This design comes from an exercise in tuning for small area, a short achievable clock period and few clock cycles on the open sky130 flow, not from production work.
Function was checked by simulation only, so behaviour that the tests miss may differ from the original.
Power figures rest on the tool's default switching activity, not on a simulated workload.

<file path="design/flow/config.mk">
export PLATFORM = sky130hd
export DESIGN_NAME = Mult
export DESIGN_NICKNAME = Mult
export VERILOG_FILES = /design/flow/design.v
export SDC_FILE = /design/flow/constraint.sdc
export NUM_CORES = 4
export LEC_CHECK = 0
export CAP_MARGIN = 20
export CORE_MARGIN = 2
export CORE_UTILIZATION = 40
export SLEW_MARGIN = 20
</file>
<file path="design/flow/constraint.sdc">
create_clock -name core_clock -period 4.0 [get_ports {clk}]
set_input_delay 0.8000 -clock core_clock [delete_from_list [all_inputs] [get_ports {clk}]]
set_output_delay 0.8000 -clock core_clock [all_outputs]
set_load 0.01 [all_outputs]
</file>
<file path="design/flow/design.v">
module Mult (
    input wire clk,                     
    input wire reset_total,            
    input wire reset_local,            
    input wire [31:0] operand_A_in,    
    input wire [31:0] operand_B_in,    
    output reg [31:0] product_Hi_out,  
    output reg [31:0] product_Lo_out,  
    output wire done                   
);
    reg [32:0] reg_M;                 
    reg [32:0] reg_A;                 
    reg [31:0] reg_Q;                 
    reg bit_Q0;                       
    reg [5:0] iteration_count;        
    reg [32:0] M_complement_two;      
    always @ (posedge clk) begin
        if (reset_total == 1'b1 || reset_local == 1'b1) begin
            reg_M = {operand_A_in[31], operand_A_in};               
            reg_Q = operand_B_in;                
            reg_A = 33'b0;                       
            bit_Q0 = 1'b0;                       
            iteration_count = 6'd32;             
            M_complement_two = ~reg_M + 1'b1;    
            product_Hi_out = 32'b0;              
            product_Lo_out = 32'b0;              
        end 
        else if (iteration_count != 6'd0) begin
            if (bit_Q0 == 1'b1 && reg_Q[0] == 1'b0) begin
                reg_A = reg_A + reg_M;
            end else if (bit_Q0 == 1'b0 && reg_Q[0] == 1'b1) begin
                reg_A = M_complement_two + reg_A;
            end
            {reg_A, reg_Q, bit_Q0} = {reg_A, reg_Q, bit_Q0} >>> 1'b1;
            if (reg_A[31] == 1'b1) begin
                reg_A[32] = 1'b1;
            end
            iteration_count = iteration_count - 1'b1;  
            if (iteration_count == 6'd0) begin
                product_Hi_out = reg_A[31:0];     
                product_Lo_out = reg_Q;      
            end
        end
    end
    assign done = (iteration_count == 6'd0);
endmodule
</file>
<file path="design/flow/run.sh">
#!/bin/bash
# synth_recipe.tcl (not shown) runs the flow's synth.tcl, then flattens the netlist and writes it again
# the make line also repeats each setting of config.mk as NAME=value (left out here)
make -C /OpenROAD-flow-scripts/flow DESIGN_CONFIG=/design/flow/config.mk WORK_HOME=/design/flow/orfs CLKGATE_MAP_FILE= SYNTH_SCRIPT=/design/flow/synth_recipe.tcl finish
</file>
==> results.sh, run 1 <==
export IMPL_status="finished clean"
export IMPL_fin_worst_skew_ns=0.0164
export IMPL_synth_edf_count=96
export IMPL_max_cap_violations=0
export IMPL_synth_area_per_cell_um2=8.64
export IMPL_synth_top_area_share_pct=25.0
export IMPL_r2r_slack_ns=0.77
export IMPL_clkTransAtPathRegs_ns=0.10
export IMPL_async_reset_ff_share_pct=0
export IMPL_globalplace_congestion=0.897
export IMPL_postCtsSetupRepairBufs=0
export IMPL_cp_slowest_cell="a222oi_1"
export IMPL_share_seq_of_total_power_pct=42.8
export IMPL_endpoint_kind="flip-flop"
export IMPL_ys_warn_count=1
export IMPL_clockBufferDepth=2
export IMPL_place_hpwl_um=23600
export IMPL_grtUsageTotal_pct=21.5
export IMPL_max_slew_margin_pct=39.8
export IMPL_yosys_area_top_type="edfxtp_1"
export IMPL_dr_first_iter_drc_count=733
export IMPL_finalCritPeriodShare_pct=80.7
export IMPL_wl_met3_um=1670
export IMPL_p_leak_nw=5.22
export IMPL_drive_gt1_share_pct=5.58
export IMPL_path_cells="ha_1 -> a21o_1 -> nand3_1 -> a211o_1 -> a31oi_2 -> a31oi_4 -> o21ai_2 -> xor2_1 -> a222oi_1 -> a21oi_1"
export IMPL_rsz0062_at_grt="false"
export IMPL_cts_resized=0
export IMPL_final_area_um2=13900
export IMPL_r2r_cells=10
export IMPL_report_power_total_w=0.00556
export IMPL_grt_max_degree=117
export IMPL_coreArea_um2=28500
export IMPL_cp_start_kind="flip-flop"
export IMPL_wl_um=32500
export IMPL_finalHoldViolations=0
export IMPL_synth_cell_types=78
export IMPL_numPortBuffers=131
export IMPL_post_drt_via_cell_ratio=5.42
export IMPL_postCtsHoldBufs=0
export IMPL_path_buf_inv=0
export IMPL_critical_path_max_fanout=4
export IMPL_htreeDepth=4
export IMPL_cts_root_buf="clkbuf_16"
export IMPL_ioPinCount=132
export IMPL_nNetsFinal=1573
export IMPL_num_rows=62
export IMPL_die_area_um2=30200
export IMPL_clock_sinks=199
export IMPL_switching_power_w=0.00188
export IMPL_fill_cells=2768
export IMPL_antenna_found_initial=0
export IMPL_p_per_area_nw_per_um2=400
export IMPL_placed_cell_area_um2=13300
export IMPL_setup_viol=0
export IMPL_wl_per_cell_um=17.7
export IMPL_drc=0
export IMPL_critPathRequiredTime_ns=4.31
export IMPL_hold_depth=2
export IMPL_ys_seq_area_share_pct=42.9
export IMPL_synth_area_leaders="edfxtp_1 25%, dfxtp_1 18%, nand2_1 9.6%, ha_1 7.3%, a21oi_1 6.7%"
export IMPL_area_delta_synth_final_pct=20.8
export IMPL_p_int_w=0.00369
export IMPL_holdWs_ns=0.457
export IMPL_power_switching_share_pct=33.7
export IMPL_vias=9948
export IMPL_cp_data_arrival_time_ns=3.54
export IMPL_combPwrFrac_pct=22.8
export IMPL_layout_common_cells="296 x nand2_1, 154 x a21oi_1, 131 x clkdlybuf4s50_1, 103 x dfxtp_1, 96 x edfxtp_1"
export IMPL_insertion_delay_ns=0.46
export IMPL_tns_ns=0
export IMPL_worstSetupPathType="reg2reg"
export IMPL_ys_ff_latch=199
export IMPL_critical_path_depth=10
export IMPL_syn_cell_area_um2=11500
export IMPL_m1WireLength_um=15400
export IMPL_cts_buffers=17
export IMPL_vdd_ir_drop_max_uv=245
export IMPL_max_stage_delay_ns=0.51
export IMPL_final_common_cell="nand2_1"
export IMPL_top_layer="met4"
export IMPL_die_w_um=174
export IMPL_initial_utilization_pct=40.3
export IMPL_worstMarginPinSlew_ns=0.903
export IMPL_fmax_ghz=0.310
export IMPL_clkPwrFrac_pct=34.5
export IMPL_ant_nets=0
export IMPL_ys_flop_type="dfxtp_1"
export IMPL_cts_tree="built"
export IMPL_syn_inst=1333
export IMPL_synth_fp_nets=1467
export IMPL_grt_overflow_total=0
export IMPL_grt_pass1_wl_um=51600
export IMPL_grt_pass1_vias=9477
export IMPL_dr_pass1_iters=5
export IMPL_layout_min_cycle_time_ns=3.23
export IMPL_route_met2_wl_um=14900
export IMPL_die_h_um=174
export IMPL_report_final_slew_viol_count=0
export IMPL_min_path_type="reg2reg"
export IMPL_cp_top_family="compound AO/OA/AOI/OAI gates"
export IMPL_diodes=0
## power by group through the flow
stage	logic (W)	clock network, W	registers (W)
floorplan	0.000913	0	0.00238
global placement	0.00124	0	0.00242
detailed placement	0.00125	0	0.00242
CTS	0.00126	0.00195	0.00238
global route	0.00140	0.00203	0.00239
finish	0.00127	0.00192	0.00238
## metrics by stage
step           setup slack, ns  std cells  utilization [%]
3_5_place_dp             0.278       1804             46.4
6_report                 0.771       1836             48.7
3_3_place_gp             0.293       1804             46.4
5_1_grt                  0.555       1836             48.7
2_1_floorplan            0.379       1333                -
4_1_cts                  0.761       1836             48.7
## routing by layer
layer | GRT usage [%] | vias up
li1 | - | 5000
met1 | 30.1 | 4641
met2 | 34.5 | 275
met3 | 3.90 | 32
met4 | 5.53 | 0
met5 | 0 | -
## cells in the mapped netlist, types with 3 or more instances
library cell / number
a221oi_2: 3
nand4_1: 7
xnor2_1: 60
a221o_1: 3
a22oi_1: 5
nor2b_1: 6
o221ai_1: 4
and2_1: 4
a21o_1: 27
o22ai_1: 9
o21ai_0: 51
nand2b_1: 4
edfxtp_1: 96
o21a_1: 6
inv_1: 32
nand3_1: 30
a21oi_2: 4
nor2_1: 87
a41oi_1: 4
o21bai_1: 9
nor4_1: 7
o41ai_1: 4
a211oi_1: 7
dfxtp_1: 103
a311oi_1: 3
nand2_1: 296
or3_1: 4
nor3b_1: 4
nor3_1: 27
clkbuf_1: 60
and4_1: 3
xor2_1: 30
o21ai_1: 18
a221oi_1: 11
or4_1: 5
a21oi_1: 154
a31oi_1: 15
ha_1: 67
or2_2: 3
and3_1: 8
o211ai_1: 6
## worst register-to-register path, stage by stage (launching register included)
cell	delay, ns
edfxtp_1	0.42
ha_1	0.34
a21o_1	0.22
nand3_1	0.15
a211o_1	0.42
a31oi_2	0.32
a31oi_4	0.20
o21ai_2	0.27
xor2_1	0.11
a222oi_1	0.51
a21oi_1	0.13
## worst paths after layout
kind / endpoint / from
hold / removal: product_Lo_out[16] / product_Lo_out[16]
hold reg to reg: product_Lo_out[16] / product_Lo_out[16]
setup reg to reg: product_Hi_out[26] / reg_M[1]
setup / recovery: product_Hi_out[26] / reg_M[1]
## registers in the layout (all words and copies together), names as in the netlist
register and flops:
reg_M 31, product_Hi_out 32, product_Lo_out 32, M_complement_two 33
iteration_count 6, reg_A 32, bit_Q0 1, reg_Q 32
## final cells by class
cell class | count | area, um^2 | area share (%)
repair buffers | 149 | 1470 | 10.6
well taps | 384 | 480 | 3.45
clock inverters | 15 | 231 | 1.66
inverters | 33 | 129 | 0.927
clock buffers | 17 | 425 | 3.06
flip-flops and latches | 199 | 4940 | 35.5
multi-input cells | 1039 | 6230 | 44.8
## logic make-up after synthesis
family,after synthesis,share of synthesized area [%]
buf+inv,95,3.11
compound gates,376,20.9
simple gates,504,18.8
xor+xnor,90,6.85
flops,199,42.9
fa+ha+maj,67,7.28
mux,2,0.174
Testbench counts, summed over its fixed seeds: cycles 105,600.
==> run 2: changes to the inputs <==
==> design/flow/design.v (replaced) <==
module Mult (
    input wire clk,
    input wire reset_total,
    input wire reset_local,
    input wire [31:0] operand_A_in,
    input wire [31:0] operand_B_in,
    output wire [31:0] product_Hi_out,
    output wire [31:0] product_Lo_out,
    output wire done
);
    localparam G  = 1;               
    localparam W  = 2 * G;           
    localparam NG = (32 + W - 1) / W;  
    localparam NW = W + 33;          
    localparam NU = 64 - NW;         
    reg  [63:0]   P;                 
    reg  [NG-1:0] R;                 
    reg           swap;              
    reg  [G-1:0]  d_one, d_two, d_neg;  
    wire start = reset_local;
    wire busy  = |R;
    wire [NG-1:0] TA, TB;
    assign TA[0] = |operand_A_in;
    assign TB[0] = |operand_B_in;
    genvar j, k;
    generate
        for (j = 1; j < NG; j = j + 1) begin : g_t
            wire [32-W*j:0] ha = operand_A_in[31:W*j-1];
            wire [32-W*j:0] hb = operand_B_in[31:W*j-1];
            assign TA[j] = ~(&ha | ~|ha);
            assign TB[j] = ~(&hb | ~|hb);
        end
    endgenerate
    wire [NG-1:0] T0    = TA & TB;
    wire          swap0 = |(TB & ~TA);
    wire [NG-1:0] Rn  = R >> 1;
    wire [NG-1:0] oh  = start ? (T0 & ~(T0 >> 1)) : (Rn & ~(Rn >> 1));
    wire [W*NG:0] ae  = {{(W*NG-32){operand_A_in[31]}}, operand_A_in, 1'b0};
    wire [W*NG:0] be  = {{(W*NG-32){operand_B_in[31]}}, operand_B_in, 1'b0};
    reg  [W:0]    ga, gb;
    integer i;
    always @(*) begin
        ga = {(W+1){1'b0}};
        gb = {(W+1){1'b0}};
        for (i = 0; i < NG; i = i + 1) begin
            ga = ga | ({(W+1){oh[i]}} & ae[W*i +: W+1]);
            gb = gb | ({(W+1){oh[i]}} & be[W*i +: W+1]);
        end
    end
    wire       sw  = start ? swap0 : swap;
    wire [W:0] grp = sw ? ga : gb;
    wire [G-1:0] n_one, n_two, n_neg;
    generate
        for (k = 0; k < G; k = k + 1) begin : g_dec
            wire b0 = grp[2*k], b1 = grp[2*k+1], b2 = grp[2*k+2];
            assign n_one[k] = b1 ^ b0;
            assign n_two[k] = (b2 & ~b1 & ~b0) | (~b2 & b1 & b0);
            assign n_neg[k] = b2;
        end
    endgenerate
    reg  [31:0] mcand;               
    wire [33:0] m1 = {{2{mcand[31]}}, mcand};
    wire [33:0] m2 = {mcand[31], mcand, 1'b0};
    wire [NW+1:0] xs [0:G-1];
    reg  [W-1:0]  negbits;
    generate
        for (k = 0; k < G; k = k + 1) begin : g_pp
            wire [33:0] x = (({34{d_one[k]}} & m1) | ({34{d_two[k]}} & m2)) ^ {34{d_neg[k]}};
            wire [NW+1:0] xe = {{(NW+2-34){x[33]}}, x};
            assign xs[k] = xe << (2 * k);
        end
    endgenerate
    always @(*) begin
        negbits = {W{1'b0}};
        for (i = 0; i < G; i = i + 1) negbits[2*i] = d_neg[i];
    end
    wire [NW+1:0] pl = {2'b00, P[NW-W-1:0], negbits};
    wire [NW+1:0] wsum;
    generate
        if (G == 1) begin : g_add1
            assign wsum = pl + xs[0];
        end else if (G == 2) begin : g_add2
            wire [NW+1:0] s = pl ^ xs[0] ^ xs[1];
            wire [NW+1:0] c = (pl & xs[0]) | (pl & xs[1]) | (xs[0] & xs[1]);
            assign wsum = s + {c[NW:0], 1'b0};
        end else begin : g_addn
            reg [NW+1:0] ops [0:G];
            reg [NW+1:0] s, c, t;
            integer n;
            always @(*) begin
                s = pl;
                c = xs[0];
                for (n = 1; n < G; n = n + 1) begin
                    t = s ^ c ^ xs[n];
                    c = ((s & c) | (s & xs[n]) | (c & xs[n])) << 1;
                    s = t;
                end
            end
            assign wsum = s + c;
        end
    endgenerate
    wire [NU-1:0] pu = P[63-W:NW-W];
    wire [1:0]    cw = wsum[NW+1:NW];
    wire [NU-1:0] pu_p1 = pu + 1'b1;
    wire [NU-1:0] pu_m1 = pu - 1'b1;
    reg  [NU-1:0] pu_n;
    always @(*) begin
        case (cw)
            2'b01:   pu_n = pu_p1;
            2'b11:   pu_n = pu_m1;
            default: pu_n = pu;
        endcase
    end
    always @(posedge clk) begin
        if (reset_total) begin
            R <= {NG{1'b0}};
        end else if (start) begin
            R <= T0;
        end else if (busy) begin
            R <= Rn;
        end
        if (start) begin
            P    <= 64'd0;
            swap <= swap0;
            mcand <= swap0 ? operand_B_in : operand_A_in;
        end else if (busy) begin
            P    <= {pu_n, wsum[NW-1:0]};
        end
        if (start | busy) begin
            d_one <= n_one;
            d_two <= n_two;
            d_neg <= n_neg;
        end
    end
    assign done = ~busy;
    assign product_Hi_out = P[63:32];
    assign product_Lo_out = P[31:0];
endmodule
==> run 2 against run 1 <==
  * The layout now fails its checks (negative setup slack)
  * Largest power group is now combinational cells
  * Combinational power increased to 8.7 times the previous value
  * Final cell count increased by 20%
  * Critical path type unchanged
  * Global-route usage increased by 7.4 points
  * Worst hold slack improved by 0.016 ns
  * Non-clock buffer count increased by 395
  * Setup slack got worse by 1.8 ns
  * Clock-buffer cell count increased by 3
  * Core utilization increased by 16 points
  * Critical path depth increased by 13
==> results.sh, run 2 <==
export IMPL_clkPwrFrac_pct=11.7
export IMPL_final_common_cell="buf_4"
export IMPL_antenna_found_initial=0
export IMPL_synth_edf_count=35
export IMPL_synth_fp_nets=1472
export IMPL_synth_top_area_share_pct=15.4
export IMPL_num_rows=59
export IMPL_syn_inst=1368
export IMPL_violatedChecks="negative setup slack"
export IMPL_cp_data_arrival_time_ns=5.30
export IMPL_path_buf_inv=2
export IMPL_vdd_ir_drop_max_uv=785
export IMPL_layout_common_cells="394 x buf_4, 142 x nand2_1, 109 x clkdlybuf4s50_1, 107 x nor2_1, 81 x dfxtp_1"
export IMPL_switching_power_w=0.00654
export IMPL_cp_start_kind="flip-flop"
export IMPL_critical_path_max_fanout=5
export IMPL_diodes=0
export IMPL_finalHoldViolations=0
export IMPL_final_area_um2=16700
export IMPL_seq_area_um2=2670
export IMPL_p_leak_nw=6.98
export IMPL_min_path_type="reg2reg"
export IMPL_max_slew_margin_pct=39.3
export IMPL_ys_top_cells_by_count="146 x nand2_1, 111 x nor2_1, 87 x a21oi_1"
export IMPL_wl_um=42200
export IMPL_power_switching_share_pct=44.3
export IMPL_max_cap_violations=0
export IMPL_synthMostInstantiatedCell="nand2_1"
export IMPL_area_delta_synth_final_pct=59.0
export IMPL_fill_cells=2307
export IMPL_p_per_area_nw_per_um2=882
export IMPL_worstMarginPinSlew_ns=0.908
export IMPL_htreeDepth=4
export IMPL_finalCritPeriodShare_pct=124
export IMPL_biggestRegsByFlops="P x64, mcand x32, R x16"
export IMPL_fin_worst_skew_ns=0.0123
export IMPL_setup_viol=27
export IMPL_ant_nets=0
export IMPL_ys_flop_type="dfxtp_1"
export IMPL_share_seq_of_total_power_pct=13.6
export IMPL_multi_input_area_um2=8250
export IMPL_ys_warn_count=1
export IMPL_p_int_w=0.00823
export IMPL_cts_tree="built"
export IMPL_clockBufferDepth=2
export IMPL_grt_pass1_vias=12307
export IMPL_clock_sinks=116
export IMPL_largest_register_ffs=64
export IMPL_critPathRequiredTime_ns=4.32
export IMPL_syn_cell_area_um2=10500
export IMPL_max_stage_delay_ns=0.42
export IMPL_rsz0062_at_grt="true"
export IMPL_cts_root_buf="clkbuf_16"
export IMPL_cp_top_family="simple AND/OR/NAND/NOR gates"
export IMPL_synth_cell_types=98
export IMPL_ioPinCount=132
export IMPL_insertion_delay_ns=0.43
export IMPL_wl_per_cell_um=19.2
export IMPL_dr_pass1_iters=8
export IMPL_vias=12885
export IMPL_die_h_um=166
export IMPL_post_drt_via_cell_ratio=5.87
export IMPL_tns_ns=-17.87
export IMPL_globalplace_congestion=0.960
export IMPL_ys_ff_latch=116
export IMPL_finalWorstSetupSlack_ns=-0.979
export IMPL_dr_first_iter_drc_count=1074
export IMPL_placed_cell_area_um2=14800
export IMPL_clkTransAtPathRegs_ns=0.06
export IMPL_grtUsageTotal_pct=28.9
export IMPL_cts_buffers=17
export IMPL_worstSetupPathType="reg2reg"
export IMPL_yosys_area_top_type="dfxtp_1"
export IMPL_async_reset_ff_share_pct=0
export IMPL_endpoint_kind="flip-flop"
export IMPL_cp_slowest_cell="edfxtp_1"
export IMPL_die_area_um2=27600
export IMPL_nNetsFinal=1951
export IMPL_die_w_um=166
export IMPL_layout_min_cycle_time_ns=4.98
export IMPL_initial_utilization_pct=40.5
export IMPL_ys_seq_area_share_pct=25.4
export IMPL_numPortBuffers=131
export IMPL_combPwrFrac_pct=74.7
export IMPL_coreArea_um2=26000
export IMPL_synth_area_per_cell_um2=7.70
export IMPL_place_hpwl_um=31400
export IMPL_grt_overflow_total=0
export IMPL_path_cells="buf_6 -> buf_12 -> a22oi_2 -> xnor2_2 -> ha_1 -> a21oi_2 -> o21ai_2 -> a211oi_2 -> o311ai_4 -> a211o_1 -> nor4_4 -> nor2_4 -> xnor2_2 -> ha_2 -> nand3_4 -> nor2_4 -> and2_4 -> nand2_4 -> or3_4 -> nand2_4 -> a21oi_2 -> or3_1 -> a32o_1"
export IMPL_drc=0
export IMPL_grt_max_degree=54
export IMPL_report_final_slew_viol_count=0
export IMPL_synth_area_leaders="dfxtp_1 15%, edfxtp_1 10%, nand2_1 5.2%, xnor2_1 4.5%, ha_1 4.4%"
export IMPL_fmax_ghz=0.201
export IMPL_grt_pass1_wl_um=64800
export IMPL_drive_gt1_share_pct=34.4
export IMPL_status="finished with violations"
[run 2: area by class of cell]
cell class                      count  area share (%)
Inverter                           41           0.919
Clock buffer                       20            2.67
Tap cell                          335            2.50
Timing Repair Buffer              544            27.4
Clock inverter                     12            1.22
Sequential cell                   116            16.0
Multi-Input combinational cell   1127            49.3
[run 2: metrics by stage]
| stage | total power, W | utilization [%] | setup WS (ns) | hold WS [ns] | instances |
|---|---|---|---|---|---|
| floorplan | 0.00742 | - | -1.05 | 0.449 | 1368 |
| global placement | 0.0113 | 57.0 | -0.843 | 0.465 | 2115 |
| detailed placement | 0.0113 | 57.0 | -0.994 | 0.465 | 2115 |
| CTS | 0.0138 | 61.8 | -0.749 | 0.475 | 2175 |
| global route | 0.0157 | 64.4 | -1.22 | 0.508 | 2195 |
| finish | 0.0148 | 64.4 | -0.979 | 0.473 | 2195 |
[run 2: path summary, 6_finish.rpt]
path,slack (ns),end,cells past startpoint,from
setup / recovery,-0.98,P[53],23,d_one
hold / removal,0.47,R[11],2,R[12]
setup reg to reg,-0.98,P[53],23,d_one
hold reg to reg,0.47,R[11],2,R[12]
[run 2: cells by family (layout without fill, tap and decap cells)]
| family | after synthesis | after routing | share of synthesized area, % |
|---|---|---|---|
| simple gates | 566 | 566 | 27.8 |
| mux | 35 | 35 | 3.68 |
| flops | 116 | 116 | 25.4 |
| xor+xnor | 72 | 72 | 5.99 |
| fa+ha+maj | 37 | 37 | 4.39 |
| compound gates | 417 | 417 | 28.2 |
| buf+inv | 125 | 617 | 4.58 |
[run 2: timing repair]
item	4_1_cts	5_1_grt
gates resized for setup	82	129
gates cloned	2	1
hold buffers	0	0
pin swaps	44	72
setup endpoints to repair	55	66
buffers inserted	27	21
[run 2: tightest hold or removal path: stages (launching register included)]
cell     delay (ns)
dfxtp_1        0.32
nand2_1        0.06
a21oi_1        0.05
[run 2: per-layer routing]
metal	global-route usage (%)	wire (um)
met1	35.8	17900
met3	3.17	1730
met2	50.9	20900
met4	12.5	1740
met5	0	0
[run 2: power by group through the flow]
| stage | combinational, W | sequential (W) | clock [W] |
|---|---|---|---|
| CTS | 0.0101 | 0.00198 | 0.00174 |
| detailed placement | 0.00935 | 0.00199 | 0 |
| floorplan | 0.00553 | 0.00189 | 0 |
| global placement | 0.00929 | 0.00199 | 0 |
| global route | 0.0118 | 0.00205 | 0.00179 |
| finish | 0.0110 | 0.00201 | 0.00173 |
Testbench counts of run 2, summed over its fixed seeds: cycles 21,784.

[afterwards: timing with drivers on the ports]
How much do the figures lean on ideal ports? The routed layouts below were timed once more, with nothing changed but the port constraints. Step 1 assumes that a clkbuf_16 drives the clock port and a buf_2 every other input. Step 2 adds t to the input delays and takes it off the output delays; t is the mean of the earliest and latest rising clock arrival at the registers after step 1. Input paths then give back, and output paths get back, about the clock's delay inside the block. a / b / c = ideal / step 1 / step 2; a / b = the first two.
| run | t, ns | setup slack, ns | worst register clock-pin slew, ns |
|---|---|---|---|
| run 1 | 0.496 | 0.771 / 0.771 / 0.303 | 0.10 / 0.10 |
| run 2 | 0.472 | -0.979 / -0.979 / -0.979 | 0.06 / 0.06 |
The setup slack of run 1, which loses most, moves by 0.000 ns with the drivers and by -0.468 ns with both steps.
